This design comes from an exercise in tuning for small area on the open sky130 flow, not from production work.
RTL that was checked went through simulation tests only; none was proved equivalent to the original.
No functional check of the RTL was part of run 4.
No activity file was given, so power comes from the tool's default toggle rates.

**config.mk**
```make
export PLATFORM = sky130hd
export DESIGN_NAME = axi_injector
export DESIGN_NICKNAME = axi_injector
export VERILOG_FILES = /design/flow/design.v
export SDC_FILE = /design/flow/constraint.sdc
export NUM_CORES = 4
export LEC_CHECK = 0
export CAP_MARGIN = 20
export CORE_MARGIN = 2
export CORE_UTILIZATION = 45
export CTS_BUF_LIST = sky130_fd_sc_hd__clkbuf_16
export CTS_CLUSTER_DIAMETER = 100
export CTS_CLUSTER_SIZE = 24
export SLEW_MARGIN = 20
```
**constraint.sdc**
```tcl
create_clock -name core_clock -period 12.0 [get_ports {control_pclock}]
set_input_delay 2.4000 -clock core_clock [delete_from_list [all_inputs] [get_ports {control_pclock}]]
set_output_delay 2.4000 -clock core_clock [all_outputs]
set_load 0.01 [all_outputs]
```
**design.v**
```verilog
module axi_injector (
  input          control_pclock,
  input          control_presetn,
  input          control_psel,
  input          control_penable,
  output         control_pready,
  input    [2:0] control_pprot,
  input   [31:0] control_paddr,
  input          control_pwrite,
  input   [31:0] control_pwdata,
  input    [7:0] control_pstrb,
  output  [31:0] control_prdata,
  output         control_pslverr,
  output  [23:0] data_awid,
  output  [47:0] data_awaddr,
  output   [7:0] data_awlen,
  output   [2:0] data_awsize,
  output   [1:0] data_awburst,
  output   [2:0] data_awprot,
  output   [3:0] data_awqos,
  output         data_awvalid,
  input          data_awready,
  output [255:0] data_wdata,
  output  [31:0] data_wstrb,
  output         data_wlast,
  output         data_wvalid,
  input          data_wready,
  input   [23:0] data_bid,
  input    [1:0] data_bresp,
  input          data_bvalid,
  output         data_bready,
  output  [23:0] data_arid,
  output  [47:0] data_araddr,
  output   [7:0] data_arlen,
  output   [2:0] data_arsize,
  output   [1:0] data_arburst,
  output   [2:0] data_arprot,
  output   [3:0] data_arqos,
  output         data_arvalid,
  input          data_arready,
  input   [23:0] data_rid,
  input  [255:0] data_rdata,
  input    [1:0] data_rresp,
  input          data_rlast,
  input          data_rvalid,
  output         data_rready
);
wire        apb_access = control_psel & control_penable;
wire        addr_hi_ok = (control_paddr[31:8] == 24'd0) & (control_paddr[1:0] == 2'd0);
wire  [5:0] word       = control_paddr[7:2];
wire        apb_write  = apb_access & control_pwrite & addr_hi_ok;
wire        apb_read   = apb_access & ~control_pwrite;
wire [31:0] wd         = control_pwdata;
logic [63:0] wsel;
always_comb begin
  wsel = 64'd0;
  wsel[word] = 1'b1;
end
wire [63:0] we = wsel & {64{apb_write}};
logic [1:0] r_control;
logic       regs_valid;
always_ff @(posedge control_pclock or negedge control_presetn) begin
  if (!control_presetn) begin
    r_control  <= 2'd0;
    regs_valid <= 1'b0;
  end else begin
    regs_valid <= 1'b1;
    if (we[5]) r_control <= wd[1:0];
  end
end
wire        load_write = apb_write & control_presetn;
wire [31:0] wd_zero    = wd & {32{load_write}};
wire [31:0] wd_ones    = wd | {32{~load_write}};
logic [63:0] wflag;
logic [31:0] wreg [0:63];
genvar gi;
generate
  for (gi = 0; gi < 64; gi = gi + 1) begin : g_word
    if (gi >= 9 && gi <= 38) begin : g_flagged
      localparam int W = (gi == 9) ? 3 : (gi == 36) ? 2 : (gi == 38) ? 21 : (gi == 21) ? 15
                       : ((gi <= 27 && gi[0]) ? 16 : 32);
      localparam bit ONES = (gi == 24 || gi == 25 || gi == 37);
      logic [W-1:0] q;
      always_ff @(posedge control_pclock) begin
        if (we[gi] | ~control_presetn) q <= ONES ? wd_ones[W-1:0] : wd_zero[W-1:0];
      end
      assign wreg[gi]  = 32'(q);
      assign wflag[gi] = regs_valid;
    end else begin : g_plain
      assign wflag[gi] = 1'b0;
      assign wreg[gi]  = 32'd0;
    end
  end
endgenerate
wire   [2:0] r_mode   = wreg[9][2:0];
wire  [47:0] r_rstart = {wreg[11][15:0], wreg[10]};
wire  [47:0] r_rstop  = {wreg[13][15:0], wreg[12]};
wire  [47:0] r_rinc   = {wreg[15][15:0], wreg[14]};
wire  [47:0] r_seed   = {wreg[17][15:0], wreg[16]};
wire  [47:0] r_fib    = {wreg[19][15:0], wreg[18]};
wire  [46:0] r_gal    = {wreg[21][14:0], wreg[20]};
wire  [47:0] r_lmask  = {wreg[23][15:0], wreg[22]};
wire  [47:0] r_fmask  = {wreg[25][15:0], wreg[24]};
wire  [47:0] r_ntr    = {wreg[27][15:0], wreg[26]};
wire   [1:0] r_shift  = wreg[36][1:0];
wire  [31:0] r_dmask  = wreg[37];
wire  [20:0] r_attr   = wreg[38][20:0];
logic [1:0] req1, req2, req3;
logic       start3_q;
always_ff @(posedge control_pclock or negedge control_presetn) begin
  if (!control_presetn) begin
    req1     <= 2'b00;
    req2     <= 2'b00;
    req3     <= 2'b00;
    start3_q <= 1'b0;
  end else begin
    req1     <= ~r_control;
    req2     <= req1;
    req3     <= req2;
    start3_q <= (req3 == 2'b10);
  end
end
wire do_reset = (req2 == 2'b11);
wire do_start = (req2 == 2'b10);
wire do_pause = (req2 == 2'b01);
wire do_reset_d    = (req3 == 2'b11);
wire start_pulse_d = (req3 == 2'b10) & ~start3_q;
localparam [1:0] S_IDLE = 2'd0, S_ACTIVE = 2'd1, S_PAUSED = 2'd2, S_FINISHED = 2'd3;
logic [1:0] state, state_next;
logic       do_finish;
always_comb begin
  state_next = state;
  case (state)
    S_IDLE     : if (do_start) state_next = S_ACTIVE;
    S_PAUSED   : if (do_reset) state_next = S_IDLE;
                 else if (do_start) state_next = S_ACTIVE;
    S_ACTIVE   : if (do_reset) state_next = S_IDLE;
                 else if (do_pause) state_next = S_PAUSED;
                 else if (do_finish) state_next = S_FINISHED;
    default    : if (do_reset) state_next = S_IDLE;
  endcase
end
logic [1:0] state1, state2, state3;
logic       wait1, wait2, wait3;
logic       waiting;
always_ff @(posedge control_pclock or negedge control_presetn) begin
  if (!control_presetn) begin
    state  <= S_IDLE;
    state1 <= S_IDLE;
    state2 <= S_IDLE;
    state3 <= S_IDLE;
    wait1  <= 1'b0;
    wait2  <= 1'b0;
    wait3  <= 1'b0;
  end else begin
    state  <= state_next;
    state1 <= state;
    state2 <= state1;
    state3 <= state2;
    wait1  <= waiting;
    wait2  <= wait1;
    wait3  <= wait2;
  end
end
wire       active   = (state == S_ACTIVE);
wire       is_write = r_attr[0];
wire [7:0] len      = r_attr[8:1];
logic [23:0] tcount;
logic  [8:0] burst;
wire         burst_zero = (burst == 9'd0);
wire aw_valid = active & is_write & burst_zero;
wire w_valid  = active & is_write;
wire ar_valid = active & ~is_write;
wire aw_hs    = aw_valid & data_awready;
wire ar_hs    = ar_valid & data_arready;
wire addr_adv = aw_hs | ar_hs;
wire data_adv = w_valid & data_awready;
wire [23:0] tcount_next = tcount + {23'd0, addr_adv};
always_ff @(posedge control_pclock) begin
  if (do_reset) begin
    tcount <= 24'd0;
    burst  <= 9'd0;
  end else begin
    tcount <= tcount_next;
    if (w_valid) begin
      if (burst_zero) burst <= data_awready ? {1'b0, len} : {1'b0, len} + 9'd1;
      else if (data_awready) burst <= burst - 9'd1;
    end
  end
end
logic [47:0] address, address_next;
wire  [47:0] gen_address = address & r_fmask;
wire         lfsr_fb     = ^(address & r_fib);
wire  [47:0] lfsr_next   = r_lmask & {lfsr_fb, ({47{lfsr_fb}} & r_gal) ^ address[47:1]};
wire  [47:0] address_sum = address + r_rinc;
wire a_seed  = do_reset & r_mode[0];
wire a_start = do_reset & ~r_mode[0];
wire a_lfsr  = ~do_reset & addr_adv & r_mode[0];
wire a_sum   = ~do_reset & addr_adv & ~r_mode[0];
wire a_hold  = ~do_reset & ~addr_adv;
assign address_next = ({48{a_seed}} & r_seed) | ({48{a_start}} & r_rstart) | ({48{a_lfsr}} & lfsr_next)
                    | ({48{a_sum}} & address_sum) | ({48{a_hold}} & address);
always_ff @(posedge control_pclock) address <= address_next;
localparam [30:0] DATA_TAPS = 31'b0100011000000000000000000000000;
logic [255:0] ndata, ndata_next;
wire s_init  = do_reset;
wire s_hold  = ~do_reset & ~data_adv;
wire s_lfsr  = ~do_reset & data_adv & r_mode[1];
wire s_rotr  = ~do_reset & data_adv & ~r_mode[1] & r_shift[1];
wire s_rotl  = ~do_reset & data_adv & ~r_mode[1] & ~r_shift[1];
wire s_right = s_lfsr | s_rotr;
generate
  for (gi = 0; gi < 256; gi = gi + 1) begin : g_data
    localparam int J = gi % 32;
    localparam int B = gi - J;
    wire init_bit = wreg[28 + gi/32][J];
    wire left_bit = ndata[(gi + 255) % 256];
    wire rght_bit = ndata[(gi + 1) % 256];
    wire moved;
    if (J == 31) begin : g_top
      assign moved = (s_hold & ndata[gi]) | (s_lfsr & ndata[B]) | (s_rotr & rght_bit) | (s_rotl & left_bit);
    end else if (DATA_TAPS[J]) begin : g_tap
      assign moved = (s_hold & ndata[gi]) | (s_lfsr & ~(ndata[B] ^ rght_bit)) | (s_rotr & rght_bit) | (s_rotl & left_bit);
    end else begin : g_plain
      assign moved = (s_hold & ndata[gi]) | (s_right & rght_bit) | (s_rotl & left_bit);
    end
    assign ndata_next[gi] = moved | (s_init & ~init_bit);
  end
endgenerate
always_ff @(posedge control_pclock) ndata <= ndata_next;
wire [31:0] byte_en = {32{w_valid}} & r_dmask;
logic [255:0] wdata;
generate
  for (gi = 0; gi < 32; gi = gi + 1) begin : g_wdata
    assign wdata[gi*8 +: 8] = ~ndata[gi*8 +: 8] & {8{byte_en[gi]}};
  end
endgenerate
assign do_finish = r_mode[2] ? ({24'd0, tcount_next} >= r_ntr) : (gen_address >= r_rstop);
assign data_awid    = aw_valid ? tcount : 24'd0;
assign data_awaddr  = {16'd0, aw_valid ? gen_address[31:0] : 32'd0};
assign data_awlen   = aw_valid ? r_attr[8:1]   : 8'd0;
assign data_awsize  = aw_valid ? r_attr[11:9]  : 3'd0;
assign data_awburst = aw_valid ? r_attr[13:12] : 2'd0;
assign data_awprot  = aw_valid ? r_attr[16:14] : 3'd0;
assign data_awqos   = aw_valid ? r_attr[20:17] : 4'd0;
assign data_awvalid = aw_valid;
assign data_wdata   = wdata;
assign data_wstrb   = {32{w_valid}};
assign data_wlast   = w_valid & (burst_zero ? (len == 8'd0) : (burst == 9'd1));
assign data_wvalid  = w_valid;
assign data_bready  = 1'b1;
assign data_arid    = ar_valid ? tcount : 24'd0;
assign data_araddr  = {16'd0, ar_valid ? gen_address[31:0] : 32'd0};
assign data_arlen   = ar_valid ? r_attr[8:1]   : 8'd0;
assign data_arsize  = ar_valid ? r_attr[11:9]  : 3'd0;
assign data_arburst = ar_valid ? r_attr[13:12] : 2'd0;
assign data_arprot  = ar_valid ? r_attr[16:14] : 3'd0;
assign data_arqos   = ar_valid ? r_attr[20:17] : 4'd0;
assign data_arvalid = ar_valid;
assign data_rready  = 1'b1;
logic [24:0] outstanding;
wire         resp_b = data_bvalid;
wire         resp_r = data_rvalid & data_rlast;
always_ff @(posedge control_pclock or negedge control_presetn) begin
  if (!control_presetn) outstanding <= 25'd0;
  else outstanding <= outstanding + {24'd0, addr_adv} - {24'd0, resp_b} - {24'd0, resp_r};
end
assign waiting = (outstanding != 25'd0);
wire count_en_d     = (state1 == S_ACTIVE) | wait1;
wire finish_pulse_d = ~wait1 & wait2;
logic [31:0] ts_counter;
logic [31:0] ts_start, ts_finish;
logic        ts_start_ok, ts_finish_ok;
always_ff @(posedge control_pclock) begin
  if (do_reset_d) ts_counter <= 32'd0;
  else            ts_counter <= ts_counter + {31'd0, count_en_d};
end
always_ff @(posedge control_pclock) begin
  if (start_pulse_d)  ts_start  <= ts_counter;
  if (finish_pulse_d) ts_finish <= ts_counter;
end
always_ff @(posedge control_pclock or negedge control_presetn) begin
  if (!control_presetn) begin
    ts_start_ok  <= 1'b0;
    ts_finish_ok <= 1'b0;
  end else if (do_reset_d) begin
    ts_start_ok  <= 1'b0;
    ts_finish_ok <= 1'b0;
  end else begin
    if (start_pulse_d)  ts_start_ok  <= 1'b1;
    if (finish_pulse_d) ts_finish_ok <= 1'b1;
  end
end
wire [63:0] rsel = wsel & {64{addr_hi_ok}};
logic [31:0] rdata;
always_comb begin
  rdata = 32'd0;
  rdata |= {32{rsel[0]}} & 32'hDEADBEEF;
  rdata |= {32{rsel[5]}} & 32'(r_control);
  rdata |= {32{rsel[6]}} & 32'({wait3, state3});
  rdata |= {32{rsel[7] & ts_start_ok}} & ts_start;
  rdata |= {32{rsel[8] & ts_finish_ok}} & ts_finish;
  for (int k = 0; k < 64; k++) rdata |= {32{rsel[k] & wflag[k]}} & wreg[k];
  rdata |= {32{rsel[24] & ~wflag[24]}};
  rdata |= {32{rsel[25] & ~wflag[25]}} & 32'h0000FFFF;
  rdata |= {32{rsel[37] & ~wflag[37]}};
end
wire valid_addr = addr_hi_ok & (word <= 6'd38);
assign control_pready  = apb_access;
assign control_pslverr = apb_read & ~valid_addr;
assign control_prdata  = {32{apb_read}} & rdata;
endmodule
```
**run.sh**
```bash
#!/bin/bash
# synth_recipe.tcl (not shown) runs the flow's synth.tcl, then flattens the netlist and writes it again
# the make line also repeats each setting of config.mk as NAME=value (left out here)
make -C /OpenROAD-flow-scripts/flow DESIGN_CONFIG=/design/flow/config.mk WORK_HOME=/design/flow/orfs CLKGATE_MAP_FILE= SYNTH_SCRIPT=/design/flow/synth_recipe.tcl finish
```
==> results.tsv, run 1 <==
metric	value	unit
CTS max path bufs	3	
die height	364	µm
gr ovfl total	0	
synthesized area	58300	µm²
main flop type after synthesis	edfxtp_1	
crit start category	input port	
H-tree lvl count	2	
Layout area overhead	15.8	%
wire length of the first global-routing pass	396	mm
Tot GR Track Use	0.439	
WL/cell	40.0	µm
Period Utilization, post-route	0.881	
Clock transition at path regs	100	ps
Routability Congestion	1.06	
Detailed Routing Iterations Pass 1	8	
Clock Skews	30.7	ps
final WL	299	mm
synth cell count leaders	809 x edfxtp_1, 640 x a21oi_1, 500 x nor2_1	
pins over their slew limit	0	
CTS resizes	0	
CP Data Arrival Time	8170	ps
via count	50608	
Port-buffer cells	551	
largest net degree at the start of global routing	230	
WHS	357	ps
CP Class	input port to output pin	
initial antenna violation count	38	
die area	132000	µm²
Hold WC Path Type	flip-flop to flip-flop	
vias per cell	6.77	
Area contributors post-synth	edfxtp_1 42%, dfxtp_1 13%, a21oi_1 5.5%, a221o_1 4.0%, ha_1 3.6%	
area leader, netlist	edfxtp_1	
final antenna-violating net count	0	
Fmax achieved	94.6	MHz
Top Ports	906	
syn_area_per_cell	11.0	µm²
slew margin rel.	0.0537	
cell area after layout	67500	µm²
CTS buffer count	59	
power per standard cell area	139	nW/µm²
number of global-route vias before repair	45578	
unrepaired setup endpoints after global routing	no	
flop and latch count out of synthesis	1226	
fraction of layout cells with a size suffix above 1	0.0526	
synth warn	2	
Core ar.	129000	µm²
Worst setup EP type	output pin	
postcts setup bufs	0	
count of different cell masters after synthesis	87	
hold_buf cts	0	
CTS Root Cell	clkbuf_16	
HPWL after DPL	225	mm
Fin. Hold Viols	0	
die extent in x	364	µm
Starting Density	0.452	
Placement Rows	132	
Clock Sink Count	1226	
nets	6239	
filler cell count	11608	
post-synthesis sequential area ratio	0.564	
max cap viols	0	
Syn Inst Count	5304	
Post-synth EDFFs	809	
Worst VDD drop	0.354	mV
outcome	complete, no violations	
DR iter-0 viols	9620	
actual slew at the worst max-slew pin	1410	ps
final setup fails	0	
crit-path max FO	17	
Period minus WS final	10570	ps
LEAKAGE	0.0248	µW
Critical Path RT	9600	ps
top-area cell type share of the netlist area	0.417	
CTS tree	yes	
Clock Latency Late Sink	760	ps
post-synthesis async set-or-reset flop share	0.0392	
most common cell in the netlist	edfxtp_1	
Placed Area	65600	µm²
DR DRC count	0	
TNS Setup	0	ps
-- worst paths after layout --
path                                  startpoint                        to  slack [ps]  depth (start not counted)
setup / recovery               control_paddr[19]         control_prdata[0]        1430                         13
hold / removal               state2[1]$_DFF_PN0_       state3[1]$_DFF_PN0_         360                          0
setup reg to reg           burst[4]$_SDFFE_PP0P_      state[1]$_DFFE_PN0P_        6060                         21
hold reg to reg              state2[1]$_DFF_PN0_       state3[1]$_DFF_PN0_         360                          0
max in group asynchronous        control_presetn       state3[0]$_DFF_PN0_        8920                          3
min in group asynchronous        control_presetn  outstanding[4]$_DFF_PN0_        1520                          1
-- flip-flops by register name, summed over array words and instances (netlist names), 9 cells and up --
signal,flops
ndata,256
address,48
burst,9
ts_start,32
tcount,24
g_word.g_flagged.q,745
ts_counter,32
outstanding,25
ts_finish,32
-- through the flow --
step / instances / util / worst slack [ps] / total power, µW
floorplan: 5337 / - / 4560 / 6280
global placement: 7353 / 0.509 / 1670 / 6990
detailed placement: 7353 / 0.509 / 1710 / 7010
CTS: 7463 / 0.523 / 1700 / 9350
global route: 7466 / 0.523 / 1460 / 9690
finish: 7479 / 0.523 / 1430 / 9410
-- area by class of cell --
type,instances,area (µm²),area share
inverter,171,642,0.00951
timing repair buffer,686,6610,0.0980
clock inverter,49,264,0.00391
multi-input combinational,3531,23400,0.346
sequential,1226,32900,0.487
tap,1742,2180,0.0323
clock buffer,61,1530,0.0226
antenna,13,32.5,0.000482
-- cell families after synthesis --
| family | count (synthesis) | synth area share |
|---|---|---|
| AO/OA/AOI/OAI | 1628 | 0.196 |
| AND/OR/NAND/NOR | 1429 | 0.117 |
| flip-flops | 1226 | 0.564 |
| buffers and inverters | 580 | 0.0437 |
| XOR/XNOR | 215 | 0.0326 |
| adder cells (fa/ha/maj) | 170 | 0.0369 |
| multiplexers | 54 | 0.00932 |
| other | 2 | 0.000129 |
-- report_power, final --
group          internal, µW  switching, µW  leakage, µW  total, µW
Clock                   952           1470      0.00102       2420
Sequential             4740            357       0.0114       5090
Combinational           688           1210       0.0124       1900
Total                  6380           3040       0.0248       9410
-- layout by cell type (no fill, tap or decap), types with 45 or more instances in the layout --
cell               n
a22oi_1          123
mux2i_1           52
xor2_1           108
a21o_1            59
inv_1            206
a221oi_1          68
clkbuf_16         61
nor2_1           483
a21oi_1          640
nand4_1           57
ha_1             167
buf_4            128
dfrtp_1           48
xnor2_1          106
nand2b_1          45
a31oi_1           64
a222oi_1          99
a22o_1            50
a221o_1          234
dfxtp_1          369
o21ai_0           80
and3_1            65
edfxtp_1         809
nand3_1           80
and2_1           134
clkdlybuf4s50_1  550
nand2_1          370
-- worst max-delay path, cell delays in order --
cell and delay (ps):
clkdlybuf4s50_1 450, or4_1 470, nor3_1 200, and4_1 540, nand2_1 740, nor3_4 1120
buf_4 530, a22oi_1 150, nand3_1 90, a221oi_1 50, and4_1 220, a41oi_1 500
clkdlybuf4s50_1 670
-- layer usage --
layer,routed length [µm],part of all wire,GRT usage
met5,295,0.00099,0.00835
met4,23900,0.080,0.289
met3,39300,0.13,0.139
met2,124000,0.42,0.632
met1,111000,0.37,0.568
==> inputs of run 2 (changes only) <==
==> flow/run.sh (new file) <==
#!/bin/bash
# Own layout flow: the standard ORFS flow, synthesis included (the standard flow's
# synth_recipe.tcl, unchanged), with these changes after synthesis:
#  - port buffers are buf_1 cells,
#  - CTS inserts no dummy loads and uses larger sink clusters,
#  - pass-through buffers from synthesis are buf_1 cells.
# Every tool writes its full output to a log in this folder (make_*.log) or
# under orfs/logs/.
set -euo pipefail
W=$(pwd)

export BUFFER_PORTS_ARGS="-buffer_cell sky130_fd_sc_hd__buf_1"
export CTS_ARGS="-sink_clustering_enable -repair_clock_nets -dont_use_dummy_load -buf_list sky130_fd_sc_hd__clkbuf_16 -sink_clustering_size 20 -sink_clustering_max_diameter 100"

make -C "$FLOW_HOME" DESIGN_CONFIG="$W/config.mk" WORK_HOME="$W/orfs" CLKGATE_MAP_FILE= \
  SYNTH_SCRIPT="$W/synth_recipe.tcl" \
  "MIN_BUF_CELL_AND_PORTS=sky130_fd_sc_hd__buf_1 A X" finish > "$W/make_finish.log" 2>&1

R="$W/orfs/results/$FLOW_PLATFORM/axi_injector/base"
: # left out here: write the final layout as DEF
test -s "$W/out/final.def"
==> standard.sh (new file) <==
#!/bin/bash
# synth_recipe.tcl (not shown) runs the flow's synth.tcl, then flattens the netlist and writes it again
# the make line also repeats each setting of config.mk as NAME=value (left out here)
make -C /OpenROAD-flow-scripts/flow DESIGN_CONFIG=/design/flow/config.mk WORK_HOME=/design/flow/orfs CLKGATE_MAP_FILE= SYNTH_SCRIPT=/design/flow/synth_recipe.tcl "${@:-finish}"
--- a/config.mk
+++ b/config.mk
@@ -9,6 +9,3 @@
 export CORE_MARGIN = 2
 export CORE_UTILIZATION = 45
-export CTS_BUF_LIST = sky130_fd_sc_hd__clkbuf_16
-export CTS_CLUSTER_DIAMETER = 100
-export CTS_CLUSTER_SIZE = 24
 export SLEW_MARGIN = 20
removed: run.sh
==> results.tsv, run 2 <==
metric	value	unit	change
Largest Register	g_word.g_flagged.q		
post-synthesis async set-or-reset flop share	0.0392		unchanged
pins over their slew limit	0		unchanged
flop and latch count out of synthesis	1226		unchanged
sw power	2990	µW	-1.6%
commonest non-fill, non-tap cell in the layout	edfxtp_1		
Hold WC Path Type	flip-flop to flip-flop		
Period Utilization, post-route	0.850		-0.0313
Worst VDD drop	0.295	mV	-17%
Clock Skews	79.7	ps	+48.9 ps
count of different cell masters after synthesis	87		unchanged
max reg flops	745		unchanged
slew margin rel.	0.0863		+0.0326
Clock Sink Count	1226		unchanged
Post-synth EDFFs	809		unchanged
post-synthesis sequential area ratio	0.567		+0.00241
HPWL after DPL	208	mm	-7.3%
synth warn	2		unchanged
CP Class	input port to output pin		
H-tree lvl count	3		+1
syn_area_per_cell	10.9	µm²	-0.43%
die area	132000	µm²	-0.42%
initial antenna violation count	30		-21%
via count	51197		+1.2%
DR iter-0 viols	10002		+4.0%
actual slew at the worst max-slew pin	1370	ps	-36.0 ps
R2R setup slack	6060	ps	about the same
power per standard cell area	148	nW/µm²	+6.1%
R2R Path Start	burst[4]$_SDFFE_PP0P_		
biggest regs	g_word.g_flagged.q: 745 flops, ndata: 256 flops, address: 48 flops		
most common cell in the netlist	edfxtp_1		
Port-buffer cells	551		unchanged
CP bufs+invs	5		+2
CTS max path bufs	3		unchanged
adder-cell share of the synthesized area	0.0370		+0.000157
CTS tree	yes		
M1 wire length	102	mm	-8.1%
Post-Synth XOR/XNOR Area	0.0327		+0.000139
met3 WL post-DR	44.2	mm	+13%
WL/cell	38.6	µm	-3.6%
largest net degree at the start of global routing	230		unchanged
final setup fails	0		unchanged
area leader, netlist	edfxtp_1		
CTS Root Cell	clkbuf_16		
Clock Latency Late Sink	710	ps	-50 ps
Worst R2R Path Depth	23		+9.5%
met2 WL	114	mm	-8.2%
hold_buf cts	0		unchanged
final WL	284	mm	-5.2%
main flop type after synthesis	edfxtp_1		
crit path from	control_paddr[2]		
nets	6247		+0.13%
post-synthesis simple-gate area fraction	0.117		+0.000499
synthesized area	58000	µm²	-0.43%
Seq pwr share	0.537		-0.004
Core ar.	128000	µm²	-1.0%
Detailed Routing Iterations Pass 1	11		+3
Period minus WS final	10200	ps	-376 ps
most frequent cells in the layout	809 x edfxtp_1, 640 x a21oi_1, 550 x buf_1		
unrepaired setup endpoints after global routing	no		
switching part of the total	0.316		-0.00675
vias per cell	6.96		+2.9%
largest family of logic cells by synthesized area	compound AO/OA/AOI/OAI gates		
CP Data Arrival Time	7800	ps	-370 ps
Placement Rows	131		-0.76%
LEAKAGE	0.0234	µW	-5.7%
Worst setup EP type	output pin		
Top Metal Used	met5		
TNS Setup	0	ps	unchanged
fraction of layout cells with a size suffix above 1	0.0518		-0.000834
final antenna-violating net count	0		unchanged
Clock transition at path regs	80	ps	-20 ps
Compound-Gate Fraction of Synth Area	0.197		+0.000838
Fin. Hold Viols	0		unchanged
CP max-delay cell	nand2_1		
Fmax achieved	98.1	MHz	+3.7%
die extent in x	363	µm	-0.21%
DR DRC count	0		unchanged
Routability Congestion	1.13		+6.4%
Cell Int Power	6470	µW	+1.5%
synth cell count leaders	809 x edfxtp_1, 640 x a21oi_1, 500 x nor2_1		
multiplexer area fraction after synthesis	0.00936		+0.0000398
Final Power	9460	µW	+0.50%
share of total power in combinational logic	0.199		-0.002
top-area cell type share of the netlist area	0.419		+0.00178
CP max stage delay	790	ps	-330 ps
number of global-route vias before repair	45318		-0.57%
wire length of the first global-routing pass	376	mm	-4.8%
CP top delay family	compound AO/OA/AOI/OAI gates		
Critical Path RT	9600	ps	about the same
CTS buffer count	71		+20%
die height	363	µm	-0.21%
crit start category	input port		
postcts setup bufs	0		unchanged
gr ovfl total	0		unchanged
crit-path max FO	13		-4
CTS resizes	0		unchanged
CP cell instances	buf_1 > inv_1 > ha_1 > nand2b_1 > o31ai_4 > buf_8 > o21ba_2 > a32oi_1 > o32ai_1 > nand2_1 > o21a_1 > buf_4 > nand4_1 > a2111oi_2 > nor2_1 > buf_1		
Top cell by count, worst path	buf_1		
Top Ports	906		unchanged
Layout area overhead	10.1	%	
outcome	complete, no violations		
Syn Inst Count	5304		unchanged
Area contributors post-synth	edfxtp_1 42%, dfxtp_1 13%, a21oi_1 5.5%, a221o_1 4.0%, ha_1 3.6%		
Starting Density	0.454		+0.00268
critical path capture point	control_prdata[7]		
max cap viols	0		unchanged
Worst path depth	16		+3
clock power share	0.263		+0.005
Tot GR Track Use	0.415		-0.0241
FF-to-FF End	outstanding[23]$_DFF_PN0_		
-- run 2: kinds of logic (layout without fill, tap and decap cells) --
family / count (synthesis) / in the layout
AO/OA/AOI/OAI: 1628 / 1628
multiplexers: 54 / 54
adder cells (fa/ha/maj): 170 / 170
XOR/XNOR: 215 / 215
other: 2 / 45
AND/OR/NAND/NOR: 1429 / 1429
buffers and inverters: 580 / 924
flip-flops: 1226 / 1226
-- run 2: power by group through the flow --
stage	Combinational (µW)	Sequential (µW)	Clock (µW)
after floorplan	1320	4950	0
after global placement	1780	5150	0
after detailed placement	1820	5150	0
after CTS	1830	5060	2480
after global routing	2000	5090	2610
final	1890	5080	2490
-- run 2: worst register-to-register path: cells and delay by family, from the launching register on --
| family | cells | cell delay (ps) |
|---|---|---|
| compound gates | 10 | 2560 |
| flops | 1 | 360 |
| simple gates | 5 | 970 |
| fa+ha+maj | 4 | 1130 |
| buf+inv | 4 | 810 |
-- run 2: through the flow --
| stage | cell area [µm²] | hold slack (ps) | cells | setup slack, ps | util |
|---|---|---|---|---|---|
| 2_1_floorplan | 58100 | 331 | 5337 | 4560 | - |
| 3_3_place_gp | 62000 | 334 | 7264 | 2140 | 0.486 |
| 3_5_place_dp | 62000 | 337 | 7265 | 2000 | 0.486 |
| 4_1_cts | 63800 | 356 | 7336 | 1980 | 0.500 |
| 5_1_grt | 63900 | 364 | 7343 | 1790 | 0.500 |
| 6_report | 63900 | 353 | 7353 | 1800 | 0.500 |
-- run 2: worst min-delay path by stage --
stage | start | to | cells past startpoint
after floorplan | req1[0]$_DFF_PN0_ | req2[0]$_DFF_PN0_ | 0
after global placement | state2[0]$_DFF_PN0_ | state3[0]$_DFF_PN0_ | 0
after detailed placement | req1[1]$_DFF_PN0_ | req2[1]$_DFF_PN0_ | 0
after CTS | req1[1]$_DFF_PN0_ | req2[1]$_DFF_PN0_ | 0
after global routing | state2[0]$_DFF_PN0_ | state3[0]$_DFF_PN0_ | 0
final | req1[1]$_DFF_PN0_ | req2[1]$_DFF_PN0_ | 0
-- run 2: layout make-up --
| type | count | area [µm²] |
|---|---|---|
| fill | 11715 | 63800 |
| tap | 1662 | 2080 |
| multi-input combinational | 3531 | 23300 |
| antenna | 10 | 25.0 |
| sequential | 1226 | 32900 |
| clock buffer | 71 | 1780 |
| timing repair buffer | 682 | 3160 |
| inverter | 171 | 642 |
-- run 2: metal layers --
layer / vias to the layer above / global-route usage
met5: - / 0
met4: 26 / 0.273
met3: 824 / 0.166
met2: 4356 / 0.581
met1: 25265 / 0.529
li1: 20726 / -
==> inputs of run 3 (changes only) <==
--- a/design.v
+++ b/design.v
@@ -1,2 +1,9 @@
+module address_adder (
+  input  [47:0] a,
+  input  [47:0] b,
+  output [47:0] sum
+);
+assign sum = a + b;
+endmodule
 module axi_injector (
   input          control_pclock,
@@ -193,5 +200,10 @@
 wire         lfsr_fb     = ^(address & r_fib);
 wire  [47:0] lfsr_next   = r_lmask & {lfsr_fb, ({47{lfsr_fb}} & r_gal) ^ address[47:1]};
-wire  [47:0] address_sum = address + r_rinc;
+wire  [47:0] address_sum;
+address_adder address_adder (
+  .a   ( address     ),
+  .b   ( r_rinc      ),
+  .sum ( address_sum )
+);
 wire a_seed  = do_reset & r_mode[0];
 wire a_start = do_reset & ~r_mode[0];
==> flow/run.sh (replaced) <==
#!/bin/bash
# Own layout flow: the standard ORFS flow (same synthesis passes and
# registers, same floorplan, power grid, tap cells, placement, CTS and
# routing), with these changes:
#  - ABC maps the top module with an area-oriented script
#    (flow/abc_area.script) and the address adder with flow/abc_arith.script,
#  - port buffers are buf_1 cells,
#  - CTS inserts no dummy loads and uses larger sink clusters,
#  - Yosys does not map adders to full-adder cells (ABC maps them),
#  - pass-through buffers from synthesis are buf_1 cells.
# Every tool writes its full output to a log in this folder (make_*.log) or
# under orfs/logs/.
set -euo pipefail
W=$(pwd)

sed -e "s#^\([[:space:]]*\)log_cmd abc {\*}\$abc_args#\1lset abc_args 1 $W/flow/abc_arith.script\n\1log_cmd abc {*}\$abc_args address_adder\n\1lset abc_args 1 $W/flow/abc_area.script\n\1log_cmd abc {*}\$abc_args axi_injector#" \
  "$FLOW_HOME/scripts/synth.tcl" > "$W/own_synth_body.tcl"
grep -q "lset abc_args 1" "$W/own_synth_body.tcl"
sed -e "s#source \$::env(SCRIPTS_DIR)/synth.tcl#source $W/own_synth_body.tcl#" \
  "$W/synth_recipe.tcl" > "$W/own_synth.tcl"
grep -q "own_synth_body" "$W/own_synth.tcl"

export BUFFER_PORTS_ARGS="-buffer_cell sky130_fd_sc_hd__buf_1"
export CTS_ARGS="-sink_clustering_enable -repair_clock_nets -dont_use_dummy_load -buf_list sky130_fd_sc_hd__clkbuf_16 -sink_clustering_size 20 -sink_clustering_max_diameter 100"

make -C "$FLOW_HOME" DESIGN_CONFIG="$W/config.mk" WORK_HOME="$W/orfs" CLKGATE_MAP_FILE= \
  SYNTH_SCRIPT="$W/own_synth.tcl" ADDER_MAP_FILE= \
  "MIN_BUF_CELL_AND_PORTS=sky130_fd_sc_hd__buf_1 A X" finish > "$W/make_finish.log" 2>&1

R="$W/orfs/results/$FLOW_PLATFORM/axi_injector/base"
: # left out here: write the final layout as DEF
test -s "$W/out/final.def"
==> flow/abc_area.script (new file) <==
strash
dc2
&get -n
&deepsyn -J 10 -T 300
&put
strash
&get -n
&dch -f
&nf -R 1000
&put
strash
&get -n
&dch -f
&nf -R 1000
&put
strash
&get -n
&dch -f
&nf -R 1000
&put
strash
&get -n
&dch -f
&nf -R 1000
&put
strash
&get -n
&dch -f
&nf -R 1000
&put
==> flow/abc_arith.script (new file) <==
strash
&get -n
&fraig -x
&put
scorr
dc2
strash
&get -n
&dch -f
&nf -R 1000
&put
strash
&get -n
&dch -f
&nf -R 1000
&put
--- a/config.mk
+++ b/config.mk
@@ -10,2 +10,3 @@
 export CORE_UTILIZATION = 45
 export SLEW_MARGIN = 20
+export SYNTH_HIERARCHICAL = 1
==> results.tsv, run 3 <==
metric	value	unit	change
outcome	complete, no violations		
vias per cell	7.17		+3.0%
largest family of logic cells by synthesized area	compound AO/OA/AOI/OAI gates		
top-area cell type share of the netlist area	0.470		+0.0516
CTS max path bufs	3		unchanged
Worst setup EP type	flip-flop		
commonest non-fill, non-tap cell in the layout	edfxtp_1		
DR iter-0 viols	10027		+0.25%
Largest Register	g_word.g_flagged.q		
wire length of the first global-routing pass	350	mm	-7.1%
TNS Setup	0	ps	unchanged
largest net degree at the start of global routing	157		-32%
hold_buf cts	0		unchanged
pins over their slew limit	0		unchanged
Final Power	7770	µW	-18%
Syn Inst Count	4328		-18%
Critical Path RT	12550	ps	+2950 ps
Port-buffer cells	551		unchanged
Starting Density	0.453		-0.00147
Fin. Hold Viols	0		unchanged
power per standard cell area	132	nW/µm²	-11%
final core occ	0.515		+0.0143
final setup fails	0		unchanged
Hold WC Path Type	flip-flop to flip-flop		
HP Start	state2[1]$_DFF_PN0_		
Clock transition at path regs	90	ps	about the same
CP Class	flip-flop to flip-flop		
max reg flops	745		unchanged
area occupied by multi-input gates	19100	µm²	-18%
Period minus WS final	11040	ps	+840 ps
actual slew at the worst max-slew pin	1320	ps	-55.0 ps
Core ar.	114000	µm²	-11%
Placed Cells incl. Taps	6466		-11%
Post-synth EDFFs	809		unchanged
gr ovfl total	0		unchanged
fraction of layout cells with a size suffix above 1	0.0496		-0.00220
Routability Congestion	1.00		-11%
crit-path max FO	3		-10
most frequent cells in the layout	809 x edfxtp_1, 550 x buf_1, 512 x nand2_1		
synth cell count leaders	809 x edfxtp_1, 515 x nand2_1, 501 x nor2_1		
post-synthesis simple-gate area fraction	0.127		+0.00926
Layout area overhead	13.6	%	
adder-cell share of the synthesized area	0.00155		-0.0355
Area contributors post-synth	edfxtp_1 47%, dfxtp_1 14%, a222oi_1 4.7%, nand2_1 3.7%, nor2_1 3.6%		
flop and latch count out of synthesis	1226		unchanged
WHS Path Cells	0		unchanged
die extent in x	343	µm	-5.6%
CTS tree	yes		
CTS buffer count	71		unchanged
Detailed Routing Iterations Pass 1	13		+2
DR DRC count	0		unchanged
CP Data Arrival Time	11590	ps	+3790 ps
Compound-Gate Fraction of Synth Area	0.190		-0.00753
most common cell in the netlist	edfxtp_1		
syn_area_per_cell	11.9	µm²	+9.1%
Fmax achieved	90.6	MHz	-7.6%
final worst setup slack	961	ps	-840 ps
Placement Rows	124		-5.3%
FF+latch area	32900	µm²	unchanged
R2R Path Start	g_word[14].g_flagged.q[0]$_DFFE_PP_		
main flop type after synthesis	edfxtp_1		
initial antenna violation count	23		-23%
H-tree lvl count	3		unchanged
Clock Skews	52.8	ps	-26.9 ps
CP max-delay cell	maj3_1		
Tot GR Track Use	0.433		+0.0174
pre-CTS WS	1370	ps	-626 ps
Period Utilization, post-route	0.920		+0.0700
R2R setup slack	960	ps	-5100 ps
area leader, netlist	edfxtp_1		
synth warn	8		+6
Clock Sink Count	1226		unchanged
crit start category	flip-flop		
die height	343	µm	-5.6%
max cap viols	0		unchanged
count of different cell masters after synthesis	58		-33%
final antenna-violating net count	0		unchanged
Worst VDD drop	0.0985	mV	-67%
Clock Latency Late Sink	680	ps	-30 ps
final non-filler cell total	6554		-11%
die area	118000	µm²	-11%
unrepaired setup endpoints after global routing	no		
HPWL after DPL	181	mm	-13%
synthesized area	51700	µm²	-11%
post-synthesis async set-or-reset flop share	0.0392		unchanged
CTS resizes	0		unchanged
Post-Synth XOR/XNOR Area	0.0393		+0.00665
multiplexer area fraction after synthesis	0.000218		-0.00914
post-synthesis sequential area ratio	0.637		+0.0699
via count	47024		-8.2%
LEAKAGE	0.0203	µW	-13%
postcts setup bufs	0		unchanged
biggest regs	g_word.g_flagged.q: 745 flops, ndata: 256 flops, address: 48 flops		
slew margin rel.	0.121		+0.0346
Top Ports	906		unchanged
Worst Hold End	state3[1]$_DFF_PN0_		
Worst R2R Path Depth	47		+100%
number of global-route vias before repair	42206		-6.9%
CP max stage delay	460	ps	-330 ps
final WL	263	mm	-7.4%
CTS Root Cell	clkbuf_16		
nets	5421		-13%
FF-to-FF End	address[46]$_DFF_P_		
WL/cell	40.1	µm	+3.9%
filler cell count	10361		-12%
[run 3: layer usage]
metal / up-vias / GRT usage / wire length, µm
li1: 18527 / - / -
met1: 23154 / 0.586 / 96700
met2: 4580 / 0.597 / 106000
met3: 745 / 0.184 / 45700
met4: 18 / 0.201 / 14300
met5: - / 0.000801 / 113
[run 3: where the power goes]
group,total (µW),switching (µW),internal (µW),leakage [µW]
combinational,429,291,138,0.00799
sequential,4870,202,4670,0.0114
clock,2470,1410,1060,0.000875
[run 3: Yosys stat by module, one instance, submodules excluded]
module	area, µm²	copies in the design	flip-flops and latches
axi_injector	49900	1	1226
address_adder	1720	1	0
[run 3: cell families after synthesis]
kind of cell,count (synthesis)
adders and majority gates,8
and+or+nand+nor,1476
DFF,1226
buffers and inverters,82
AOI/OAI and AO/OA,1301
other,2
xor gates and xnor gates,232
muxes,1
[run 3: critical path, delay by kind of cell, from the launching register on]
family / cells / cell delay, ps
adder cells (fa/ha/maj): 8 / 3460
flip-flops: 1 / 440
AO/OA/AOI/OAI: 24 / 5040
AND/OR/NAND/NOR: 13 / 1580
buffers and inverters: 1 / 210
XOR/XNOR: 1 / 160
[run 3: worst max-delay path by stage]
stage | start | end | slack, ps | cells after the start
final | g_word[14].g_flagged.q[0]$_DFFE_PP_ | address[46]$_DFF_P_ | 960 | 47
after global routing | g_word[14].g_flagged.q[0]$_DFFE_PP_ | address[46]$_DFF_P_ | 590 | 47
after floorplan | data_awready | ndata[184]$_DFF_P_ | -450 | 3
after global placement | g_word[14].g_flagged.q[0]$_DFFE_PP_ | address[46]$_DFF_P_ | 1440 | 47
after CTS | g_word[14].g_flagged.q[0]$_DFFE_PP_ | address[46]$_DFF_P_ | 1320 | 47
after detailed placement | g_word[14].g_flagged.q[0]$_DFFE_PP_ | address[46]$_DFF_P_ | 1370 | 47
[run 3: per-stage QoR]
| step | hold slack [ps] | instance area, µm² |
|---|---|---|
| floorplan | 331 | 51800 |
| global placement | 334 | 56900 |
| detailed placement | 335 | 56900 |
| CTS | 354 | 58700 |
| global route | 367 | 58700 |
| finish | 354 | 58700 |
[run 3: layout make-up]
class,instances,area share
multi-input combinational,3053,0.326
timing repair buffer,659,0.0497
antenna,17,0.000725
sequential,1226,0.560
inverter,16,0.00102
clock buffer,71,0.0303
tap,1512,0.0322
==> inputs of run 4 (changes only) <==
--- a/design.v
+++ b/design.v
@@ -1,9 +1,2 @@
-module address_adder (
-  input  [47:0] a,
-  input  [47:0] b,
-  output [47:0] sum
-);
-assign sum = a + b;
-endmodule
 module axi_injector (
   input          control_pclock,
@@ -66,17 +59,10 @@
 wire [63:0] we = wsel & {64{apb_write}};
 logic [1:0] r_control;
-logic       regs_valid;
 always_ff @(posedge control_pclock or negedge control_presetn) begin
-  if (!control_presetn) begin
-    r_control  <= 2'd0;
-    regs_valid <= 1'b0;
-  end else begin
-    regs_valid <= 1'b1;
-    if (we[5]) r_control <= wd[1:0];
-  end
+  if (!control_presetn) r_control <= 2'd0;
+  else if (we[5])       r_control <= wd[1:0];
 end
-wire        load_write = apb_write & control_presetn;
-wire [31:0] wd_zero    = wd & {32{load_write}};
-wire [31:0] wd_ones    = wd | {32{~load_write}};
+wire [31:0] wd_zero = wd & {32{apb_write}};
+wire [31:0] wd_ones = wd | {32{~apb_write}};
 logic [63:0] wflag;
 logic [31:0] wreg [0:63];
@@ -89,9 +75,12 @@
       localparam bit ONES = (gi == 24 || gi == 25 || gi == 37);
       logic [W-1:0] q;
+      always_ff @(posedge control_pclock or negedge control_presetn) begin
+        if (!control_presetn) wflag[gi] <= 1'b0;
+        else if (we[gi])      wflag[gi] <= 1'b1;
+      end
       always_ff @(posedge control_pclock) begin
-        if (we[gi] | ~control_presetn) q <= ONES ? wd_ones[W-1:0] : wd_zero[W-1:0];
+        if (we[gi] | (~wflag[gi] & ~apb_write)) q <= ONES ? wd_ones[W-1:0] : wd_zero[W-1:0];
       end
-      assign wreg[gi]  = 32'(q);
-      assign wflag[gi] = regs_valid;
+      assign wreg[gi] = 32'(q);
     end else begin : g_plain
       assign wflag[gi] = 1'b0;
@@ -200,10 +189,5 @@
 wire         lfsr_fb     = ^(address & r_fib);
 wire  [47:0] lfsr_next   = r_lmask & {lfsr_fb, ({47{lfsr_fb}} & r_gal) ^ address[47:1]};
-wire  [47:0] address_sum;
-address_adder address_adder (
-  .a   ( address     ),
-  .b   ( r_rinc      ),
-  .sum ( address_sum )
-);
+wire  [47:0] address_sum = address + r_rinc;
 wire a_seed  = do_reset & r_mode[0];
 wire a_start = do_reset & ~r_mode[0];
==> flow/run.sh (replaced) <==
#!/bin/bash
# Own layout flow: the standard ORFS flow (same synthesis passes and
# registers, same floorplan, power grid, tap cells, placement, CTS and
# routing), with these changes:
#  - ABC maps the logic with an area-oriented script (flow/abc_area.script),
#  - port buffers are buf_1 cells,
#  - CTS inserts no dummy loads and uses larger sink clusters,
#  - Yosys does not map adders to full-adder cells (ABC maps them).
# Every tool writes its full output to a log in this folder (make_*.log) or
# under orfs/logs/.
set -euo pipefail
W=$(pwd)

# Synthesis: synth_recipe.tcl, sourcing ORFS's synth.tcl with only the ABC
# script replaced.
sed -e "s#^\([[:space:]]*\)log_cmd abc {\*}\$abc_args#\1lset abc_args 1 $W/flow/abc_area.script\n\1log_cmd abc {*}\$abc_args#" \
  "$FLOW_HOME/scripts/synth.tcl" > "$W/own_synth_body.tcl"
grep -q "lset abc_args 1" "$W/own_synth_body.tcl"
sed -e "s#source \$::env(SCRIPTS_DIR)/synth.tcl#source $W/own_synth_body.tcl#" \
  "$W/synth_recipe.tcl" > "$W/own_synth.tcl"
grep -q "own_synth_body" "$W/own_synth.tcl"

export BUFFER_PORTS_ARGS="-buffer_cell sky130_fd_sc_hd__buf_1"
export CTS_ARGS="-sink_clustering_enable -repair_clock_nets -dont_use_dummy_load -buf_list sky130_fd_sc_hd__clkbuf_16 -sink_clustering_size 24 -sink_clustering_max_diameter 100"

make -C "$FLOW_HOME" DESIGN_CONFIG="$W/config.mk" WORK_HOME="$W/orfs" CLKGATE_MAP_FILE= \
  SYNTH_SCRIPT="$W/own_synth.tcl" ADDER_MAP_FILE= finish > "$W/make_finish.log" 2>&1

R="$W/orfs/results/$FLOW_PLATFORM/axi_injector/base"
: # left out here: write the final layout as DEF
test -s "$W/out/final.def"
--- a/flow/abc_area.script
+++ b/flow/abc_area.script
@@ -2,5 +2,5 @@
 dc2
 &get -n
-&deepsyn -J 10 -T 300
+&deepsyn -T 60
 &put
 strash
--- a/config.mk
+++ b/config.mk
@@ -10,3 +10,2 @@
 export CORE_UTILIZATION = 45
 export SLEW_MARGIN = 20
-export SYNTH_HIERARCHICAL = 1
removed: flow/abc_arith.script
==> results.tsv, run 4 <==
metric	value	unit	change
crit-path max FO	3		unchanged
LEAKAGE	0.0224	µW	+10%
final antenna-violating net count	0		unchanged
adder-cell share of the synthesized area	0.00670		+0.00515
DR iter-0 viols	10515		+4.9%
most common cell in the netlist	edfxtp_1		
CP max stage delay	470	ps	about the same
synth warn	27		+19
Starting Density	0.452		-0.00106
Clock Sink Count	1255		+2.4%
Worst VDD drop	0.133	mV	+35%
area leader, netlist	edfxtp_1		
Layout area overhead	14.1	%	
Top cell by count, worst path	maj3_2		
Final Power	6950	µW	-10%
synth cell count leaders	809 x edfxtp_1, 468 x nor2_1, 369 x dfxtp_1		
post-synthesis async set-or-reset flop share	0.0614		+0.0222
actual slew at the worst max-slew pin	1310	ps	-2.11 ps
WL/cell	40.5	µm	+0.97%
most frequent cells in the layout	809 x edfxtp_1, 550 x buf_1, 458 x nor2_1		
main flop type after synthesis	edfxtp_1		
Top Ports	906		unchanged
post-synthesis sequential area ratio	0.643		+0.00599
count of different cell masters after synthesis	54		-6.9%
power per standard cell area	117	nW/µm²	-12%
synthesized area	52300	µm²	+1.3%
Clock transition at path regs	100	ps	about the same
multiplexer area fraction after synthesis	0.000383		+0.000165
Area contributors post-synth	edfxtp_1 46%, dfxtp_1 14%, a222oi_1 7.0%, dfrtp_1 3.7%, nor2_1 3.4%		
HPWL after DPL	181	mm	+0.47%
pins over their slew limit	0		unchanged
DR DRC count	0		unchanged
nets	5419		-0.037%
CP Class	flip-flop to flip-flop		
die extent in x	345	µm	+0.62%
final core occ	0.516		+0.000950
die area	119000	µm²	+1.2%
top-area cell type share of the netlist area	0.464		-0.00583
unrepaired setup endpoints after global routing	yes		
max reg flops	745		unchanged
Syn Inst Count	4235		-2.1%
post-synthesis simple-gate area fraction	0.123		-0.00355
biggest regs	g_word.g_flagged.q: 745 flops, ndata: 256 flops, address: 48 flops		
Critical Path RT	12620	ps	+70 ps
Clock Latency Late Sink	750	ps	+70 ps
Compound-Gate Fraction of Synth Area	0.188		-0.00185
Hold WC Path Type	flip-flop to flip-flop		
crit start category	flip-flop		
syn_area_per_cell	12.4	µm²	+3.5%
initial antenna violation count	18		-22%
Fmax achieved	65.8	MHz	-27%
CTS Root Cell	clkbuf_16		
Period minus WS final	15200	ps	+4160 ps
Placement Rows	125		+0.81%
Clock Skews	61.8	ps	+8.94 ps
gr ovfl total	0		unchanged
die height	345	µm	+0.62%
flop and latch count out of synthesis	1255		+2.4%
H-tree lvl count	2		-1
Detailed Routing Iterations Pass 1	15		+2
CTS tree	yes		
via count	47138		+0.24%
max cap viols	0		unchanged
wire length of the first global-routing pass	351	mm	+0.50%
outcome	failed layout checks		
Period Utilization, post-route	1.27		+0.347
Largest Register	g_word.g_flagged.q		
CP Data Arrival Time	15810	ps	+4220 ps
CTS buffer count	58		-18%
Post-Synth XOR/XNOR Area	0.0286		-0.0107
final worst setup slack	-3200	ps	-4160 ps
CP max-delay cell	edfxtp_1		
CTS max path bufs	3		unchanged
TNS Setup	-21220	ps	-21220 ps
Core ar.	116000	µm²	+1.5%
Fin. Hold Viols	0		unchanged
Failing Checks	setup timing		
WHS	356	ps	+1.82 ps
commonest non-fill, non-tap cell in the layout	edfxtp_1		
Post-synth EDFFs	809		unchanged
Worst setup EP type	flip-flop		
Routability Congestion	1.00		-0.39%
slew margin rel.	0.124		+0.00349
Tot GR Track Use	0.431		-0.00201
Port-buffer cells	551		unchanged
hold_buf cts	0		unchanged
largest net degree at the start of global routing	126		-20%
vias per cell	7.20		+0.29%
final WL	265	mm	+0.93%
largest family of logic cells by synthesized area	compound AO/OA/AOI/OAI gates		
number of global-route vias before repair	41884		-0.76%
final setup fails	12		+12
fraction of layout cells with a size suffix above 1	0.0800		+0.0305
## run 4: path summary, 6_finish.rpt
path,startpoint,slack (ps),end,cells past startpoint
setup / recovery,g_word[14].g_flagged.q[1]$_DFFE_PP_,-3200,address[47]$_DFF_P_,58
hold / removal,req1[0]$_DFF_PN0_,360,req2[0]$_DFF_PN0_,0
setup reg to reg,g_word[14].g_flagged.q[1]$_DFFE_PP_,-3200,address[47]$_DFF_P_,58
hold reg to reg,req1[0]$_DFF_PN0_,360,req2[0]$_DFF_PN0_,0
max in group asynchronous,control_presetn,9280,wflag[21]$_DFFE_PN0P_,2
min in group asynchronous,control_presetn,1710,state3[1]$_DFF_PN0_,1
## run 4: where the power goes
group | internal [µW] | total (µW) | switching [µW]
clock | 863 | 2280 | 1410
sequential | 4560 | 4590 | 32.4
combinational | 31.7 | 85.9 | 54.2
## run 4: stage by stage
step / cells / worst slack (ps) / cell area [µm²]
floorplan: 4267 / -2620 / 52600
global placement: 6463 / -3190 / 57900
detailed placement: 6464 / -3260 / 57900
CTS: 6534 / -3220 / 59500
global route: 6547 / -3610 / 59700
finish: 6551 / -3200 / 59700
## run 4: layer usage
layer	global-route usage	vias up	routed length, µm
li1	-	18653	-
met1	0.581	23277	97000
met2	0.614	4465	110000
met3	0.151	725	42400
met4	0.218	18	15700
met5	0	-	97
## run 4: cell families after synthesis
| kind of cell | Yosys count |
|---|---|
| and+or+nand+nor | 1361 |
| muxes | 2 |
| adders and majority gates | 35 |
| DFF | 1255 |
| other | 2 |
| AOI/OAI and AO/OA | 1325 |
| xor gates and xnor gates | 171 |
| buffers and inverters | 84 |
## run 4: layout make-up
type | instances | area [µm²]
Antenna cell | 4 | 10.0
Clock buffer | 58 | 1450
Fill cell | 10386 | 56100
Inverter | 18 | 67.6
Multi-Input combinational cell | 2928 | 18900
Sequential cell | 1255 | 33600
Tap cell | 1524 | 1910
Timing Repair Buffer | 764 | 3720
## run 4: repair_timing
action	CTS	global route
setup buffers	12	13
endpoints found under the setup margin	12	13
pin swaps	37	34
gates resized for setup	11	12
## run 4: worst max-delay path: cells and delay by family (launching register included)
| kind | cells | cell delay (ps) |
|---|---|---|
| xor gates and xnor gates | 2 | 330 |
| buffers and inverters | 1 | 50 |
| adders and majority gates | 35 | 11760 |
| AOI/OAI and AO/OA | 13 | 1690 |
| and+or+nand+nor | 7 | 790 |
| DFF | 1 | 470 |
==> inputs of run 5 (changes only) <==
--- a/design.v
+++ b/design.v
@@ -1,2 +1,32 @@
+module injector_arith (
+  input  [47:0] address,
+  input  [47:0] range_increment,
+  input  [23:0] tcount,
+  input         addr_adv,
+  input  [47:0] gen_address,
+  input  [47:0] range_stop,
+  input  [47:0] number_transactions,
+  input         stop_on_count,
+  input  [24:0] outstanding,
+  input         resp_b,
+  input         resp_r,
+  input  [31:0] ts_counter,
+  input         count_en,
+  input  [47:0] lfsr_taps,
+  output        lfsr_feedback,
+  output [47:0] address_sum,
+  output [23:0] tcount_next,
+  output        do_finish,
+  output [24:0] outstanding_next,
+  output [31:0] ts_counter_inc
+);
+assign address_sum      = address + range_increment;
+assign lfsr_feedback    = ^(address & lfsr_taps);
+assign tcount_next      = tcount + {23'd0, addr_adv};
+assign do_finish        = stop_on_count ? ({24'd0, tcount_next} >= number_transactions)
+                                        : (gen_address >= range_stop);
+assign outstanding_next = outstanding + {24'd0, addr_adv} - {24'd0, resp_b} - {24'd0, resp_r};
+assign ts_counter_inc   = ts_counter + {31'd0, count_en};
+endmodule
 module axi_injector (
   input          control_pclock,
@@ -59,10 +89,17 @@
 wire [63:0] we = wsel & {64{apb_write}};
 logic [1:0] r_control;
+logic       regs_valid;
 always_ff @(posedge control_pclock or negedge control_presetn) begin
-  if (!control_presetn) r_control <= 2'd0;
-  else if (we[5])       r_control <= wd[1:0];
+  if (!control_presetn) begin
+    r_control  <= 2'd0;
+    regs_valid <= 1'b0;
+  end else begin
+    regs_valid <= 1'b1;
+    if (we[5]) r_control <= wd[1:0];
+  end
 end
-wire [31:0] wd_zero = wd & {32{apb_write}};
-wire [31:0] wd_ones = wd | {32{~apb_write}};
+wire        load_write = apb_write & control_presetn;
+wire [31:0] wd_zero    = wd & {32{load_write}};
+wire [31:0] wd_ones    = wd | {32{~load_write}};
 logic [63:0] wflag;
 logic [31:0] wreg [0:63];
@@ -75,12 +112,9 @@
       localparam bit ONES = (gi == 24 || gi == 25 || gi == 37);
       logic [W-1:0] q;
-      always_ff @(posedge control_pclock or negedge control_presetn) begin
-        if (!control_presetn) wflag[gi] <= 1'b0;
-        else if (we[gi])      wflag[gi] <= 1'b1;
-      end
       always_ff @(posedge control_pclock) begin
-        if (we[gi] | (~wflag[gi] & ~apb_write)) q <= ONES ? wd_ones[W-1:0] : wd_zero[W-1:0];
+        if (we[gi] | ~control_presetn) q <= ONES ? wd_ones[W-1:0] : wd_zero[W-1:0];
       end
-      assign wreg[gi] = 32'(q);
+      assign wreg[gi]  = 32'(q);
+      assign wflag[gi] = regs_valid;
     end else begin : g_plain
       assign wflag[gi] = 1'b0;
@@ -172,5 +206,5 @@
 wire addr_adv = aw_hs | ar_hs;
 wire data_adv = w_valid & data_awready;
-wire [23:0] tcount_next = tcount + {23'd0, addr_adv};
+wire [23:0] tcount_next;
 always_ff @(posedge control_pclock) begin
   if (do_reset) begin
@@ -187,7 +221,7 @@
 logic [47:0] address, address_next;
 wire  [47:0] gen_address = address & r_fmask;
-wire         lfsr_fb     = ^(address & r_fib);
+wire         lfsr_fb;
 wire  [47:0] lfsr_next   = r_lmask & {lfsr_fb, ({47{lfsr_fb}} & r_gal) ^ address[47:1]};
-wire  [47:0] address_sum = address + r_rinc;
+wire  [47:0] address_sum;
 wire a_seed  = do_reset & r_mode[0];
 wire a_start = do_reset & ~r_mode[0];
@@ -232,5 +266,33 @@
   end
 endgenerate
-assign do_finish = r_mode[2] ? ({24'd0, tcount_next} >= r_ntr) : (gen_address >= r_rstop);
+logic [24:0] outstanding;
+wire         resp_b = data_bvalid;
+wire         resp_r = data_rvalid & data_rlast;
+logic [31:0] ts_counter;
+wire [24:0] outstanding_next;
+wire [31:0] ts_counter_inc;
+wire        count_en_d;
+injector_arith arith (
+  .address             ( address          ),
+  .range_increment     ( r_rinc           ),
+  .tcount              ( tcount           ),
+  .addr_adv            ( addr_adv         ),
+  .gen_address         ( gen_address      ),
+  .range_stop          ( r_rstop          ),
+  .number_transactions ( r_ntr            ),
+  .stop_on_count       ( r_mode[2]        ),
+  .outstanding         ( outstanding      ),
+  .resp_b              ( resp_b           ),
+  .resp_r              ( resp_r           ),
+  .ts_counter          ( ts_counter       ),
+  .count_en            ( count_en_d       ),
+  .lfsr_taps           ( r_fib            ),
+  .lfsr_feedback       ( lfsr_fb          ),
+  .address_sum         ( address_sum      ),
+  .tcount_next         ( tcount_next      ),
+  .do_finish           ( do_finish        ),
+  .outstanding_next    ( outstanding_next ),
+  .ts_counter_inc      ( ts_counter_inc   )
+);
 assign data_awid    = aw_valid ? tcount : 24'd0;
 assign data_awaddr  = {16'd0, aw_valid ? gen_address[31:0] : 32'd0};
@@ -255,20 +317,16 @@
 assign data_arvalid = ar_valid;
 assign data_rready  = 1'b1;
-logic [24:0] outstanding;
-wire         resp_b = data_bvalid;
-wire         resp_r = data_rvalid & data_rlast;
 always_ff @(posedge control_pclock or negedge control_presetn) begin
   if (!control_presetn) outstanding <= 25'd0;
-  else outstanding <= outstanding + {24'd0, addr_adv} - {24'd0, resp_b} - {24'd0, resp_r};
+  else outstanding <= outstanding_next;
 end
 assign waiting = (outstanding != 25'd0);
-wire count_en_d     = (state1 == S_ACTIVE) | wait1;
+assign count_en_d   = (state1 == S_ACTIVE) | wait1;
 wire finish_pulse_d = ~wait1 & wait2;
-logic [31:0] ts_counter;
 logic [31:0] ts_start, ts_finish;
 logic        ts_start_ok, ts_finish_ok;
 always_ff @(posedge control_pclock) begin
   if (do_reset_d) ts_counter <= 32'd0;
-  else            ts_counter <= ts_counter + {31'd0, count_en_d};
+  else            ts_counter <= ts_counter_inc;
 end
 always_ff @(posedge control_pclock) begin
==> flow/run.sh (replaced) <==
#!/bin/bash
# Own layout flow: the standard ORFS flow (same synthesis passes and
# registers, same floorplan, power grid, tap cells, placement, CTS and
# routing), with these changes:
#  - ABC maps the top module with an area-oriented script
#    (flow/abc_area.script) and the arithmetic module with ORFS's own script,
#  - port buffers are buf_1 cells,
#  - CTS inserts no dummy loads and uses larger sink clusters,
#  - pass-through buffers from synthesis are buf_1 cells.
# Every tool writes its full output to a log in this folder (make_*.log) or
# under orfs/logs/.
set -euo pipefail
W=$(pwd)

sed -e "s#^\([[:space:]]*\)log_cmd abc {\*}\$abc_args#\1log_cmd abc {*}\$abc_args injector_arith\n\1lset abc_args 1 $W/flow/abc_area.script\n\1log_cmd abc {*}\$abc_args axi_injector#" \
  "$FLOW_HOME/scripts/synth.tcl" > "$W/own_synth_body.tcl"
grep -q "lset abc_args 1" "$W/own_synth_body.tcl"
sed -e "s#source \$::env(SCRIPTS_DIR)/synth.tcl#source $W/own_synth_body.tcl#" \
  "$W/synth_recipe.tcl" > "$W/own_synth.tcl"
grep -q "own_synth_body" "$W/own_synth.tcl"

export BUFFER_PORTS_ARGS="-buffer_cell sky130_fd_sc_hd__buf_1"
export CTS_ARGS="-sink_clustering_enable -repair_clock_nets -dont_use_dummy_load -buf_list sky130_fd_sc_hd__clkbuf_16 -sink_clustering_size 20 -sink_clustering_max_diameter 100"

make -C "$FLOW_HOME" DESIGN_CONFIG="$W/config.mk" WORK_HOME="$W/orfs" CLKGATE_MAP_FILE= \
  SYNTH_SCRIPT="$W/own_synth.tcl" \
  "MIN_BUF_CELL_AND_PORTS=sky130_fd_sc_hd__buf_1 A X" finish > "$W/make_finish.log" 2>&1

R="$W/orfs/results/$FLOW_PLATFORM/axi_injector/base"
: # left out here: write the final layout as DEF
test -s "$W/out/final.def"
--- a/flow/abc_area.script
+++ b/flow/abc_area.script
@@ -2,5 +2,5 @@
 dc2
 &get -n
-&deepsyn -T 60
+&deepsyn -J 10 -T 300
 &put
 strash
--- a/config.mk
+++ b/config.mk
@@ -10,2 +10,3 @@
 export CORE_UTILIZATION = 45
 export SLEW_MARGIN = 20
+export SYNTH_HIERARCHICAL = 1
==> results.tsv, run 5 <==
metric	value	unit	change
syn_area_per_cell	11.8	µm²	-4.6%
postcts setup bufs	0		-12
nets	5912		+9.1%
Hold WC Path Type	flip-flop to flip-flop		
commonest non-fill, non-tap cell in the layout	edfxtp_1		
max cap viols	0		unchanged
final WL	262	mm	-1.3%
area leader, netlist	edfxtp_1		
max reg flops	745		unchanged
gr ovfl total	0		unchanged
via count	48227		+2.3%
crit start category	input port		
Syn Inst Count	4672		+10%
synthesized area	55000	µm²	+5.2%
unrepaired setup endpoints after global routing	no		
fraction of layout cells with a size suffix above 1	0.0502		-0.0298
FF+latch area	32900	µm²	-2.2%
CP Class	input port to output pin		
final core occ	0.511		-0.00449
top-area cell type share of the netlist area	0.441		-0.0231
final non-filler cell total	6986		+6.6%
die height	354	µm	+2.5%
count of different cell masters after synthesis	83		+54%
die area	125000	µm²	+5.2%
CTS max path bufs	3		unchanged
Top Ports	906		unchanged
Placed Area	60300	µm²	+4.1%
Period minus WS final	9480	ps	-5710 ps
final setup fails	0		-12
Core ar.	122000	µm²	+5.0%
LEAKAGE	0.0231	µW	+3.3%
Clock Sink Count	1226		-2.3%
synth cell count leaders	809 x edfxtp_1, 456 x nor2_1, 381 x nand2_1		
Fin. Hold Viols	0		unchanged
CTS buffer count	72		+24%
power per standard cell area	132	nW/µm²	+14%
CTS resizes	0		-11
Worst VDD drop	0.121	mV	-9.2%
area occupied by multi-input gates	21800	µm²	+15%
Worst R2R Path Depth	20		-66%
number of global-route vias before repair	44405		+6.0%
pins over their slew limit	0		unchanged
share of total power in combinational logic	0.110		+0.098
WHS	357	ps	+1.09 ps
post-synthesis sequential area ratio	0.597		-0.0451
Largest Register	g_word.g_flagged.q		
TNS Setup	0	ps	+21220 ps
most common cell in the netlist	edfxtp_1		
crit-path max FO	20		+17
WL/cell	37.5	µm	-7.5%
R2R Path Start	state[0]$_DFFE_PN0P_		
die extent in x	354	µm	+2.5%
Seq pwr share	0.588		-0.072
biggest regs	g_word.g_flagged.q: 745 flops, ndata: 256 flops, address: 48 flops		
Starting Density	0.453		+0.000831
CTS Root Cell	clkbuf_16		
Detailed Routing Iterations Pass 1	13		-2
switching part of the total	0.259		+0.0436
Fmax achieved	105	MHz	+60%
R2R setup slack	4100	ps	+7300 ps
Post-synth EDFFs	809		unchanged
synth warn	8		-70%
slew margin rel.	0.174		+0.0501
largest net degree at the start of global routing	116		-7.9%
Area contributors post-synth	edfxtp_1 44%, dfxtp_1 13%, a222oi_1 4.1%, ha_1 3.5%, nor2_1 3.1%		
Cell Int Power	6100	µW	+12%
flop and latch count out of synthesis	1226		-2.3%
DR iter-0 viols	9481		-9.8%
HPWL after DPL	177	mm	-2.4%
DR DRC count	0		unchanged
Critical Path RT	9600	ps	-3020 ps
clock power share	0.303		-0.024
Layout area overhead	12.9	%	
crit path from	control_paddr[2]		
main flop type after synthesis	edfxtp_1		
Placed Cells incl. Taps	6910		+6.9%
sw power	2130	µW	+42%
critical path capture point	control_prdata[2]		
Placement Rows	128		+2.4%
wire length of the first global-routing pass	354	mm	+0.84%
cell area after layout	62100	µm²	+4.1%
filler cell count	11025		+6.2%
initial antenna violation count	18		unchanged
Clock Latency Late Sink	690	ps	-60 ps
hold_buf cts	0		unchanged
Worst setup EP type	output pin		
Period Utilization, post-route	0.790		-0.476
Clock transition at path regs	90	ps	about the same
FF-to-FF End	state[1]$_DFFE_PN0P_		
post-synthesis async set-or-reset flop share	0.0392		-0.0222
H-tree lvl count	3		+1
Tot GR Track Use	0.403		-0.0275
Port-buffer cells	551		unchanged
vias per cell	6.90		-4.1%
CTS tree	yes		
outcome	complete, no violations		
actual slew at the worst max-slew pin	1230	ps	-79.6 ps
CP Data Arrival Time	7080	ps	-8730 ps
final antenna-violating net count	0		unchanged
most frequent cells in the layout	809 x edfxtp_1, 550 x buf_1, 430 x nor2_1		
Routability Congestion	0.993		-0.78%
Clock Skews	61.1	ps	-0.686 ps
run 5: worst min-delay path by stage:
stage                        start             endpoint  cells past startpoint
6_report       state2[1]$_DFF_PN0_  state3[1]$_DFF_PN0_                      0
5_1_grt        state2[1]$_DFF_PN0_  state3[1]$_DFF_PN0_                      0
4_1_cts        state2[1]$_DFF_PN0_  state3[1]$_DFF_PN0_                      0
3_5_place_dp   state2[1]$_DFF_PN0_  state3[1]$_DFF_PN0_                      0
3_3_place_gp   state2[1]$_DFF_PN0_  state3[1]$_DFF_PN0_                      0
2_1_floorplan    req1[0]$_DFF_PN0_    req2[0]$_DFF_PN0_                      0
run 5: cell families after synthesis:
family,share of synthesized area
buffers and inverters,0.0177
XOR/XNOR,0.0360
multiplexers,0.000205
AND/OR/NAND/NOR,0.115
AO/OA/AOI/OAI,0.197
adder cells (fa/ha/maj),0.0366
other,0.000136
flip-flops,0.597
run 5: layout make-up:
| cell class | instances | area share |
|---|---|---|
| repair buffers | 660 | 0.0470 |
| flip-flops and latches | 1226 | 0.529 |
| well taps | 1625 | 0.0327 |
| clock buffers | 72 | 0.0290 |
| multi-input cells | 3223 | 0.351 |
| diodes | 4 | 0.000161 |
| inverters | 176 | 0.0106 |
run 5: metrics by stage:
stage | power (µW) | worst slack [ps]
3_5_place_dp | 5810 | 2650
2_1_floorplan | 5500 | -532
3_3_place_gp | 5780 | 2790
5_1_grt | 8440 | 2380
4_1_cts | 8190 | 2670
6_report | 8230 | 2520
run 5: metal layers:
metal	track usage	routed length, µm	vias up
met5	0	115	-
met2	0.600	112000	4028
met1	0.529	96200	23757
met3	0.129	37800	755
li1	-	-	19669
met4	0.206	15600	18
run 5: worst max-delay path, stage by stage:
cell and delay, ps:
buf_1 270, clkinv_1 170, ha_1 280, nand2b_1 100, nor2_1 70, xnor2_1 170
nor3_1 650, nand2_1 430, nor2_4 1000, buf_4 460, a221oi_1 150, nand4_1 160
a2111oi_0 70, a41oi_1 450, buf_1 200
run 5: power groups by stage:
| stage | sequential, µW | clock (µW) | combinational [µW] |
|---|---|---|---|
| final | 4840 | 2490 | 903 |
| after global routing | 4850 | 2610 | 983 |
| after CTS | 4830 | 2480 | 887 |
| after detailed placement | 4920 | 0 | 884 |
| after global placement | 4920 | 0 | 862 |
| after floorplan | 4850 | 0 | 648 |
run 5: modules after synthesis, one instance, submodules excluded:
module,flip-flops and latches,cells inside
injector_arith,0,1047
axi_injector,1226,3625

-- separate check: timing with driven ports --
In the flow no input, the clock included, has a driving cell. The finished layouts below were timed again as built, in two steps. Step 1 (the two cells are an assumption about what drives the block):
set clk [get_ports {control_pclock}]
set_driving_cell -lib_cell sky130_fd_sc_hd__clkbuf_16 $clk
set_driving_cell -lib_cell sky130_fd_sc_hd__buf_2 [delete_from_list [all_inputs] $clk]
Step 2 moves the port delays by t, midway between the first and last clock arrival at a register: inputs arrive t later, outputs are due t later. That takes back most of the time a late clock gives input paths. Three values: ideal, step 1, step 2; two values: the first two.
run	t, ns	setup slack, ns	hold WS [ns]
run 1	0.826	1.425 / 1.404 / 1.404	0.357 / 0.357 / 0.357
run 2	0.758	1.801 / 1.771 / 1.771	0.353 / 0.353 / 0.353
run 3	0.740	0.961 / 0.961 / 0.961	0.354 / 0.354 / 0.354
run 4	0.800	-3.197 / -3.197 / -3.197	0.356 / 0.356 / 0.356
run 5	0.740	2.516 / 2.470 / 2.470	0.357 / 0.357 / 0.357
For run 5, which loses most, drivers alone change the setup slack by -0.046 ns; drivers and shift together by -0.046 ns.
